Context: an optimization exercise on an open-source flow, tuned for small area and a short achievable clock period. The choices shown serve that exercise and are no tape-out recipe.
Function was checked by simulation only, so behaviour that the tests miss may differ from the original.
No activity file was given, so power comes from the tool's default toggle rates.

==> design.v <==
module ALU(
    input  logic [31:0] A,
    input  logic [31:0] B,         
    input  logic [8:0]  op,
    input  logic        sub,       
    output logic [31:0] Result,
    output logic        Zero,
    output logic        negative
);
    logic [31:0] bx, p0, g0, sum, shl, shr;
    logic        lt;
    assign bx = B;
    assign p0 = A ^ bx;
    assign g0 = A & bx;
    logic [32*6-1:0] G, P;
    assign G[31:0] = {g0[31:1], g0[0] | (p0[0] & sub)};
    assign P[31:0] = p0;
    genvar l, i;
    generate
        for (l = 0; l < 5; l = l + 1) begin : lvl
            for (i = 0; i < 32; i = i + 1) begin : bit_
                if (i >= (1 << l)) begin : op_
                    assign G[32*(l+1)+i] = G[32*l+i] | (P[32*l+i] & G[32*l+i-(1<<l)]);
                    assign P[32*(l+1)+i] = P[32*l+i] & P[32*l+i-(1<<l)];
                end else begin : pass
                    assign G[32*(l+1)+i] = G[32*l+i];
                    assign P[32*(l+1)+i] = P[32*l+i];
                end
            end
        end
    endgenerate
    assign sum = p0 ^ {G[32*5+30 -: 31], sub};
    assign lt  = (A[31] ^ B[31] ^ sub) ? A[31] : sum[31];
    assign shl = A << B[4:0];
    assign shr = $signed({op[8] & A[31], A}) >>> B[4:0];
    assign Result = {32{op[0] | op[1]}} & sum
                  | {32{op[2]}}         & {31'b0, lt}
                  | {32{op[3]}}         & p0
                  | {32{op[4]}}         & g0
                  | {32{op[5]}}         & (p0 | g0)
                  | {32{op[6]}}         & shl
                  | {32{op[7] | op[8]}} & shr;
    assign Zero     = sub ? (&p0) : ~(|p0);
    assign negative = Result[31];
endmodule
module Opcode_decode(
    input  logic [6:0] opcode,
    output logic [4:0] cls        
);
    assign cls = {opcode == 7'h63, opcode == 7'h23, opcode == 7'h03,
                  opcode == 7'h13, opcode == 7'h33};
endmodule
module Control_Unit(
    input  logic [4:0] cls,
    output logic       branch,
    output logic       mem_read,
    output logic       mem_to_register,
    output logic [1:0] ALU_op,
    output logic       mem_write,
    output logic       ALU_src,
    output logic       Reg_write,
    output logic       is_store
);
    logic r, i, l, s, b;
    assign {b, s, l, i, r} = cls;
    assign branch          = b;
    assign mem_read        = l;
    assign mem_to_register = l;
    assign mem_write       = s;
    assign ALU_src         = i | l | s;
    assign Reg_write       = r | i | l;
    assign ALU_op          = {r | i | l, i | l | b};
    assign is_store        = s;
endmodule
module ALU_ctrl_unit (
    input  logic [1:0] alu_op,
    input  logic [2:0] funct3,
    input  logic [6:0] funct7,
    output logic [8:0] op
);
    always_comb begin
        op = 9'b0;
        case (alu_op)
            2'b00: op[0] = 1'b1;
            2'b01: op[1] = 1'b1;
            2'b10: begin
                if (funct7 == 7'h00)
                    case (funct3)
                        3'b000: op[0] = 1'b1;
                        3'b001: op[6] = 1'b1;
                        3'b010: op[2] = 1'b1;
                        3'b100: op[3] = 1'b1;
                        3'b101: op[7] = 1'b1;
                        3'b110: op[5] = 1'b1;
                        3'b111: op[4] = 1'b1;
                        default: ;
                    endcase
                else if (funct7 == 7'h20)
                    case (funct3)
                        3'b000: op[1] = 1'b1;
                        3'b101: op[8] = 1'b1;
                        default: ;
                    endcase
            end
            default: begin
                case (funct3)
                    3'b000: op[0] = 1'b1;
                    3'b001: op[6] = 1'b1;
                    3'b010: op[2] = 1'b1;
                    3'b011: op[8] = 1'b1;
                    3'b100: op[3] = 1'b1;
                    3'b101: if (funct7[5]) op[8] = 1'b1; else op[7] = 1'b1;
                    3'b110: op[5] = 1'b1;
                    3'b111: op[4] = 1'b1;
                endcase
            end
        endcase
    end
endmodule
module Register_file(
    input  logic        clk,
    input  logic        rst,
    input  logic [3:0]  read_hi1,
    input  logic [7:0]  read_lo1,
    input  logic [3:0]  read_hi2,
    input  logic [7:0]  read_lo2,
    input  logic [4:0]  write_reg,
    input  logic [31:0] write_data,
    input  logic        reg_write,
    output logic [31:0] read_data1,
    output logic [31:0] read_data2
);
    logic [31:0] t1 [1:31];
    logic [31:0] t2 [1:31];
    genvar g;
    generate
        for (g = 1; g < 32; g = g + 1) begin : r
            logic [31:0] q;
            logic        v;
            logic        s1, s2;
            always_ff @(posedge clk)
                if (reg_write && write_reg == g) q <= write_data;
            always_ff @(posedge clk or posedge rst)
                if (rst) v <= 1'b0;
                else if (reg_write && write_reg == g) v <= 1'b1;
            assign s1 = read_hi1[g / 8] & read_lo1[g % 8];
            assign s2 = read_hi2[g / 8] & read_lo2[g % 8];
            assign t1[g] = {32{s1 & v}} & q | {32{s1 & ~v}} & 32'(g);
            assign t2[g] = {32{s2 & v}} & q | {32{s2 & ~v}} & 32'(g);
        end
    endgenerate
    always_comb begin
        read_data1 = 32'b0;
        read_data2 = 32'b0;
        for (int i = 1; i < 32; i = i + 1) begin
            read_data1 = read_data1 | t1[i];
            read_data2 = read_data2 | t2[i];
        end
    end
endmodule
module Risc_V(
    input  logic        clk,
    input  logic        rst,
    output logic [31:0] imem_addr,
    input  logic [31:0] imem_data,
    output logic [31:0] dmem_addr,
    output logic [31:0] dmem_wdata,
    output logic        dmem_we,
    output logic        dmem_re,
    input  logic [31:0] dmem_rdata,
    output logic        wb_we,
    output logic [4:0]  wb_rd,
    output logic [31:0] wb_data
);
    logic [31:1] pc, pc_d1, bpc_x;
    logic [31:0] ir1;
    logic [3:0]  r1hi, r2hi;              
    logic [7:0]  r1lo, r2lo;
    logic [4:0]  cls1;                    
    logic        rw2, mtr2, src2, br2, mr2, mw2, ld2;
    logic [1:0]  aluop2;
    logic [4:0]  rd2;
    logic [2:0]  f3_2;
    logic [8:0]  op2;
    logic        sub2;
    logic        sw_ld, sw_mem;
    logic [31:0] aop, bop, sdat;
    logic        rw3, mtr3, br3, mr3, mw3, z3, n3;
    logic [4:0]  rd3;
    logic [2:0]  f3_3;
    logic [31:0] res3, st3;
    logic [31:1] bpc;
    logic        rw4;
    logic [4:0]  rd4;
    logic [31:0] wd4;
    logic [4:0] cls0;
    Opcode_decode opcode_decode_inst (.opcode(imem_data[6:0]), .cls(cls0));
    logic       br1, mr1, mtr1, mw1, src1, rw1, st1;
    logic [1:0] aluop1;
    Control_Unit control_unit_inst (
        .cls(cls1), .branch(br1), .mem_read(mr1), .mem_to_register(mtr1),
        .ALU_op(aluop1), .mem_write(mw1), .ALU_src(src1), .Reg_write(rw1),
        .is_store(st1)
    );
    logic [4:0] rs1, rs2, rd1;
    assign rs1 = ir1[19:15];
    assign rs2 = ir1[24:20];
    assign rd1 = ir1[11:7];
    logic [31:0] imm1;
    assign imm1 = st1 ? {{20{ir1[31]}}, ir1[31:25], ir1[11:7]} :
                        {{20{ir1[31]}}, ir1[31:20]};
    logic flush, stall, taken;
    logic flush_q, stall_q;
    assign flush = flush_q;               
    assign stall = stall_q;               
    logic stall_n;
    assign stall_n = ~stall & ~flush & mr1 & ~cls0[3] &
                     ((rd1 == imem_data[19:15]) | (rd1 == imem_data[24:20]));
    logic [31:0] rf1, rf2;
    Register_file reg_file_inst (
        .clk(clk), .rst(rst),
        .read_hi1(r1hi), .read_lo1(r1lo), .read_hi2(r2hi), .read_lo2(r2lo),
        .write_reg(rd4), .write_data(wd4), .reg_write(rw4),
        .read_data1(rf1), .read_data2(rf2)
    );
    logic [1:0] aluop2_n;
    logic [8:0] op_n;
    logic       sub_n;
    assign sub_n = op_n[1] | op_n[2];
    assign aluop2_n = stall ? aluop2 : (flush ? 2'b00 : aluop1);
    ALU_ctrl_unit alu_ctrl_unit_inst (
        .alu_op(aluop2_n),
        .funct3(flush ? 3'b0 : ir1[14:12]),
        .funct7(flush ? 7'b0 : ir1[31:25]),
        .op(op_n)
    );
    logic w3, w4;                         
    assign w3 = rw2 & (rd2 != 5'd0);
    assign w4 = rw3 & (rd3 != 5'd0);
    logic fa_mem_n, fa_wb_n, fb_mem_n, fb_wb_n;
    assign fa_mem_n = ~flush & w3 & (rd2 == rs1);
    assign fa_wb_n  = ~flush & w4 & (rd3 == rs1);
    assign fb_mem_n = ~flush & w3 & (rd2 == rs2);
    assign fb_wb_n  = ~flush & w4 & (rd3 == rs2);
    logic [1:0] sws_n;
    logic       src2_n;
    logic [31:0] wd_n;                    
    assign src2_n = stall ? src2 : (~flush & src1);
    assign wd_n   = mtr3 ? dmem_rdata : res3;
    always_comb begin
        if (flush | ~st1)                          sws_n = 2'b00;
        else if (ld2 & (rd2 != 5'd0))              sws_n = 2'b11;
        else if ((rd2 != 5'd0) & (rd2 == rs2))     sws_n = 2'b01;
        else if ((rd3 != 5'd0) & (rd3 == rs2))     sws_n = 2'b10;
        else                                       sws_n = 2'b00;
    end
    logic [31:0] A, B, result;
    logic        zero, negative;
    assign A = aop;
    assign B = bop;
    ALU alu_inst (
        .A(A), .B(B), .op(op2), .sub(sub2),
        .Result(result), .Zero(zero), .negative(negative)
    );
    logic [31:0] st_n;
    assign st_n = sw_ld ? dmem_rdata : sw_mem ? res3 : sdat;
    always_comb begin
        case (f3_3)
            3'b000:  taken = br3 & z3;
            3'b001:  taken = br3 & ~z3;
            3'b100:  taken = br3 & n3;
            3'b101:  taken = br3 & ~n3;
            default: taken = 1'b0;
        endcase
    end
    assign imem_addr  = {pc, 1'b0};
    assign dmem_addr  = res3;
    assign dmem_wdata = st3;
    assign dmem_we    = mw3;
    assign dmem_re    = mr3;
    assign wb_we      = rw4;
    assign wb_rd      = rd4;
    assign wb_data    = wd4;
    always_ff @(posedge clk or posedge rst) begin
        if (rst) pc <= 31'b0;
        else if (!stall) pc <= taken ? bpc : {pc[31:2] + 30'd1, pc[1]};
    end
    always_ff @(posedge clk) begin
        pc_d1 <= pc;
        bpc_x <= pc_d1 + {{19{ir1[31]}}, ir1[31], ir1[7], ir1[30:25], ir1[11:8]};
        bpc   <= bpc_x;
        aop   <= fa_mem_n ? result : fa_wb_n ? wd_n : rf1;
        bop   <= (src2_n ? imm1 : fb_mem_n ? result : fb_wb_n ? wd_n : rf2) ^ {32{sub_n}};
        sdat  <= (sws_n == 2'b10) ? wd_n : rf2;
        res3  <= result;
        st3   <= st_n;
        wd4   <= wd_n;
    end
    always_ff @(posedge clk or posedge rst) begin
        if (rst) begin
            ir1 <= 32'b0;
            cls1 <= 5'b0;
            r1hi <= 4'b0001; r1lo <= 8'b00000001;
            r2hi <= 4'b0001; r2lo <= 8'b00000001;
            rw2 <= 1'b0; mtr2 <= 1'b0; src2 <= 1'b0; br2 <= 1'b0;
            mr2 <= 1'b0; mw2 <= 1'b0; ld2 <= 1'b0; aluop2 <= 2'b00;
            rd2 <= 5'd0; f3_2 <= 3'd0;
            op2 <= 9'b1; sub2 <= 1'b0;
            sw_ld <= 1'b0; sw_mem <= 1'b0;
            rw3 <= 1'b0; mtr3 <= 1'b0; br3 <= 1'b0; mr3 <= 1'b0; mw3 <= 1'b0;
            z3 <= 1'b0; n3 <= 1'b0; rd3 <= 5'd0; f3_3 <= 3'd0;
            rw4 <= 1'b0; rd4 <= 5'd0;
            stall_q <= 1'b0; flush_q <= 1'b0;
        end else begin
            stall_q <= stall_n;
            flush_q <= ~flush & br2 & zero;
            if (!stall) begin
                ir1  <= flush ? 32'b0 : imem_data;
                cls1 <= flush ? 5'b0 : cls0;
                r1hi <= flush ? 4'b0001 : 4'b0001 << imem_data[19:18];
                r1lo <= flush ? 8'b00000001 : 8'b00000001 << imem_data[17:15];
                r2hi <= flush ? 4'b0001 : 4'b0001 << imem_data[24:23];
                r2lo <= flush ? 8'b00000001 : 8'b00000001 << imem_data[22:20];
            end
            rw2 <= ~stall & ~flush & rw1;
            br2 <= ~stall & ~flush & br1;
            mr2 <= ~stall & ~flush & mr1;
            mw2 <= ~stall & ~flush & mw1;
            if (!stall) mtr2 <= ~flush & mtr1;
            src2 <= src2_n;
            aluop2 <= aluop2_n;
            ld2  <= ~flush & mr1;
            rd2  <= flush ? 5'd0 : rd1;
            f3_2 <= flush ? 3'd0 : ir1[14:12];
            op2  <= op_n;
            sub2 <= sub_n;
            sw_ld  <= (sws_n == 2'b11);
            sw_mem <= (sws_n == 2'b01);
            rw3  <= ~flush & rw2;
            mtr3 <= ~flush & mtr2;
            br3  <= ~flush & br2;
            mr3  <= ~flush & mr2;
            mw3  <= mw2;
            z3   <= zero;
            n3   <= negative;
            rd3  <= rd2;
            f3_3 <= f3_2;
            rw4 <= rw3;
            rd4 <= rd3;
        end
    end
endmodule
==> run.sh <==
#!/bin/bash
# synth_recipe.tcl (not shown) runs the flow's synth.tcl, then flattens the netlist and writes it again
# the make line also repeats each setting of config.mk as NAME=value (left out here)
make -C /OpenROAD-flow-scripts/flow DESIGN_CONFIG=/design/flow/config.mk WORK_HOME=/design/flow/orfs CLKGATE_MAP_FILE= SYNTH_SCRIPT=/design/flow/synth_recipe.tcl finish
==> config.mk <==
export PLATFORM = sky130hd
export DESIGN_NAME = Risc_V
export DESIGN_NICKNAME = Risc_V
export VERILOG_FILES = /design/flow/design.v
export SDC_FILE = /design/flow/constraint.sdc
export NUM_CORES = 4
export LEC_CHECK = 0
export CAP_MARGIN = 20
export CORE_MARGIN = 2
export CORE_UTILIZATION = 40
export CTS_CLUSTER_DIAMETER = 120
export CTS_CLUSTER_SIZE = 25
export SETUP_SLACK_MARGIN = 4.8
export SLEW_MARGIN = 20
export TNS_END_PERCENT = 50
==> constraint.sdc <==
create_clock -name core_clock -period 8.0 [get_ports {clk}]
set_input_delay 1.6000 -clock core_clock [delete_from_list [all_inputs] [get_ports {clk}]]
set_output_delay 1.6000 -clock core_clock [all_outputs]
set_load 0.01 [all_outputs]
==> impl_metrics.json <==
{
  "nFillCells": 14500,
  "clk_pin_slew_worst_paths_ns": 0.11,
  "die-area_um2": 169000,
  "dp_hpwl_um": 185000,
  "critical_path_buf_inv_count": 1,
  "drt_iter0_markers": 12600,
  "drcViolationCount": 0,
  "die_w_um": 411,
  "seqCellArea_um2": 40000,
  "crit_arrival_ns": 4.04,
  "hold_violations": 0,
  "via_count": 57800,
  "slew_headroom_pct": 19.7,
  "grtUsageMet2_pct": 54.0,
  "synth_edf_count": 992,
  "yosysUniqueCellTypes": 99,
  "synthesis.nets": 5548,
  "gr-usage-all-layers_pct": 36.7,
  "p_per_area_nw_per_um2": 196,
  "use_met3_pct": 15.7,
  "place.gp.congestion": 1.02,
  "slew_viol_final": 0,
  "cts_hold_buffers": 0,
  "pwr-share-seq_pct": 57.5,
  "grt_pass1_vias": 53300,
  "initial_core_util_pct": 40.2,
  "min_path_cells": 0,
  "drive_gt1_share_pct": 17.5,
  "place_inst": 7513,
  "yosys_most_used_dff": "edfxtp_1",
  "power_leakage_nw": 27.9,
  "grt_pass1_wl_um": 433000,
  "p_sw_mw": 4.14,
  "rsz0062_at_grt": "yes",
  "hold_path.class": "reg2reg",
  "grt_start_max_net_pins": 169,
  "path_common_cell": "o211ai_1",
  "dr.pass1.iters": 14,
  "status": "timing/DRC/antenna clean",
  "combinationalPowerShare_pct": 14.5,
  "min_from": "bpc_x[31]$_DFF_P_",
  "cts.htree.levels": 3,
  "min_to": "bpc[31]$_DFF_P_",
  "insertion_delay_ns": 0.76,
  "max_clock_freq_mhz": 293,
  "rr_worst_depth": 10,
  "vdd_drop_max_uv": 169,
  "die_y_um": 411,
  "r2r-end": "bop[13]$_DFF_P_",
  "critPathTopFamily": "simple AND/OR/NAND/NOR gates",
  "clk_path_buf_depth": 3,
  "async_flop_share_pct": 11.6,
  "root_buffer": "clkbuf_16",
  "antenna_found_initial": 13,
  "numClockSinks": 1445,
  "syn_inst": 5379,
  "worst-endpoint-required_ns": 8.63,
  "ys.warnings.count": 5,
  "syn_area_per_cell_um2": 12.3,
  "pin_count": 202,
  "cpMaxStageDelayCell": "or4_4",
  "totalWireLength_um": 327000,
  "top_usage_layer": "met2",
  "wl_per_cell_um": 41.6,
  "gr-total-overflow": 0,
  "multi_input_area_um2": 25800,
  "power_frac_clock_pct": 28.0,
  "via_per_inst": 7.35,
  "cts_tree": "done",
  "final_nets": 5768,
  "syn_to_final_growth_pct": 17.0,
  "netlist_area_um2": 66200,
  "fin_crit_sh_pct": 42.7,
  "start_kind": "flip-flop",
  "finalNonFillerCells": 7860,
  "worst_pin_slew_ns": 1.20,
  "placeableCoreArea_um2": 165000,
  "ys_seq_elements": 1445,
  "tns_ns": 0,
  "reg2reg_slack_ns": 4.58,
  "internal-power_mw": 11.1,
  "finalSetupViolCount": 0,
  "maxCapViolations": 0,
  "cp_max_fo": 29,
  "portBuffers": 200,
  "slowest_delay_ns": 0.69,
  "antenna_left": 0,
  "sw_frac_of_total_pct": 27.2,
  "met1_usage_pct": 44.2,
  "row_count": 149,
  "layout_min_cycle_time_ns": 3.42,
  "path_class": "reg2reg",
  "endpoint_kind": "flip-flop",
  "worstPathCellList": "and3_2, buf_6, a22o_1, a221oi_1, nand3_1, or4_4, o211ai_1, o211ai_1, a21oi_1, a31oi_1",
  "numCtsBuffers": 69,
  "finClkSkew_ns": 0.0440,
  "r2r_start": "r2lo[4]$_DFFE_PP0N_",
  "synth_seq_area_share_pct": 60.0
}
metrics by stage:
stage	hold slack [ns]	power (mW)	utilization (%)	area, um2	setup slack, ns
2_1_floorplan	0.310	9.77	-	66200	4.26
5_1_grt	0.344	15.6	47.0	77500	4.61
4_1_cts	0.336	15.0	45.8	75400	4.52
3_3_place_gp	0.310	10.6	43.1	70900	3.49
6_report	0.327	15.2	47.1	77500	4.58
3_5_place_dp	0.312	10.6	43.1	71000	3.47
registers in the layout, summed over array words and instances, names as in the netlist, 5 cells and up:
register / flops
op2: 9
aop: 32
sdat: 32
cls1: 5
reg_file_inst.r.q: 992
pc_d1: 31
ir1: 25
rd3: 5
bop: 32
r2lo: 8
rd2: 5
res3: 32
bpc_x: 31
st3: 32
rd4: 5
bpc: 31
r1lo: 8
pc: 31
wd4: 32
reg_file_inst.r.v: 31
repair_timing:
action                                  in CTS  in global routing
pin swaps                                   36                 67
resized for setup                          457                260
cloned                                      18                 11
endpoints found under the setup margin     264                180
buffers inserted                            61                114
how the worst max path moves through the flow:
| stage | startpoint | to | slack [ns] | cells past startpoint |
|---|---|---|---|---|
| floorplan | rst | aluop2[0]$_DFF_PP0_ | 4.26 | 1 |
| global placement | stall_q$_DFF_PP0_ | bop[27]$_DFF_P_ | 3.49 | 15 |
| detailed placement | stall_q$_DFF_PP0_ | bop[27]$_DFF_P_ | 3.47 | 15 |
| CTS | res3[0]$_DFF_P_ | dmem_addr[0] | 4.52 | 1 |
| global route | sub2$_DFF_PP0_ | bop[28]$_DFF_P_ | 4.61 | 12 |
| finish | r2lo[4]$_DFFE_PP0N_ | bop[13]$_DFF_P_ | 4.58 | 10 |
worst reg2reg max path: stages, from the launching register on:
cell and delay (ns):
dfrtp_2 0.59, and3_2 0.39, buf_6 0.30, a22o_1 0.38
a221oi_1 0.21, nand3_1 0.15, or4_4 0.69, o211ai_1 0.24
o211ai_1 0.13, a21oi_1 0.19, a31oi_1 0.05
logic make-up after synthesis:
group / after synthesis / share of synthesized area (%)
buf+inv: 583 / 3.51
fa+ha+maj: 103 / 1.98
other cells: 1 / 0.00566
flops: 1445 / 60.0
simple gates: 1239 / 9.46
compound gates: 1705 / 19.3
mux: 206 / 4.48
xor+xnor: 97 / 1.28
placed cells by master, fill, tap and decap left out, types with 69 or more instances in the layout:
| cell type | netlist | layout |
|---|---|---|
| edfxtp_1 | 992 | 992 |
| a22oi_1 | 466 | 461 |
| nand2_1 | 310 | 308 |
| buf_4 | 5 | 247 |
| a22o_1 | 237 | 237 |
| dfxtp_1 | 285 | 215 |
| a221oi_1 | 219 | 210 |
| o21ai_0 | 206 | 190 |
| nor2_1 | 217 | 178 |
| a21oi_1 | 173 | 164 |
| inv_1 | 160 | 156 |
| nand3_1 | 157 | 156 |
| nand4_1 | 141 | 141 |
| dfrtp_1 | 163 | 120 |
| clkdlybuf4s50_1 | 0 | 106 |
| mux2i_1 | 109 | 105 |
| ha_1 | 100 | 78 |
| clkbuf_16 | 0 | 77 |
| a222oi_1 | 73 | 73 |
| nor3_1 | 89 | 69 |
cell type report:
type                       instances  share of cell area (%)
antenna                           16                  0.0517
clock buffer                     117                    2.47
clock inverter                    10                   0.212
inverter                         163                   0.833
multi-input combinational       3356                    33.2
sequential                      1445                    51.6
tap                             2189                    3.53
timing repair buffer             564                    8.07
power groups by stage:
stage,clock network (mW),registers [mW],logic (mW)
after floorplan,0,8.88,0.886
after global placement,0,8.93,1.67
after detailed placement,0,8.94,1.68
after CTS,4.26,8.74,2.02
after global routing,4.50,8.77,2.30
final,4.26,8.74,2.20
synthesized netlist by cell type, drive strengths merged, types with 100 or more instances:
master	n	share of area (%)
a22oi	466	5.3
dfxtp	285	8.6
inv	160	0.91
nor2	217	1.2
nand2	310	1.8
a221oi	220	2.9
nand3	158	1.2
a21oi	176	1.4
clkbuf	320	1.8
o21ai	216	1.6
edfxtp	992	45
a22o	237	3.1
ha	100	1.9
dfrtp	163	6.2
buf	100	0.77
nand4	141	1.3
mux2i	109	1.6
layer usage:
layer | part of all wire [%] | up-vias
li1 | - | 21800
met1 | 33 | 28100
met2 | 42 | 6054
met3 | 16 | 1772
met4 | 8.6 | 17
met5 | 0.068 | -

## separate check: timing with driven ports
The flow's constraints put no driver on any port. The routed layout listed below was extracted and timed again, unchanged, in two steps.
Step 1 (the two cells are an assumption about what drives the block):
set clk [get_ports {clk}]
set_driving_cell -lib_cell sky130_fd_sc_hd__clkbuf_16 $clk
set_driving_cell -lib_cell sky130_fd_sc_hd__buf_2 [delete_from_list [all_inputs] $clk]
Step 2 times the ports against the registers' clock, not the clock port: input delays grow and output delays shrink by t, the midpoint of the rising clock arrivals with the driver on.
Slacks: ideal ports / drivers / drivers and shift; pairs: ideal ports / drivers.
t (ns): 0.826
setup slack, ns: 4.583 / 4.583 / 4.126
clock arrival spread, ns: 0.049 / 0.049
After both steps setup and hold are still met in this run. For this run, drivers alone change the setup slack by 0.000 ns; drivers and shift together by -0.457 ns.
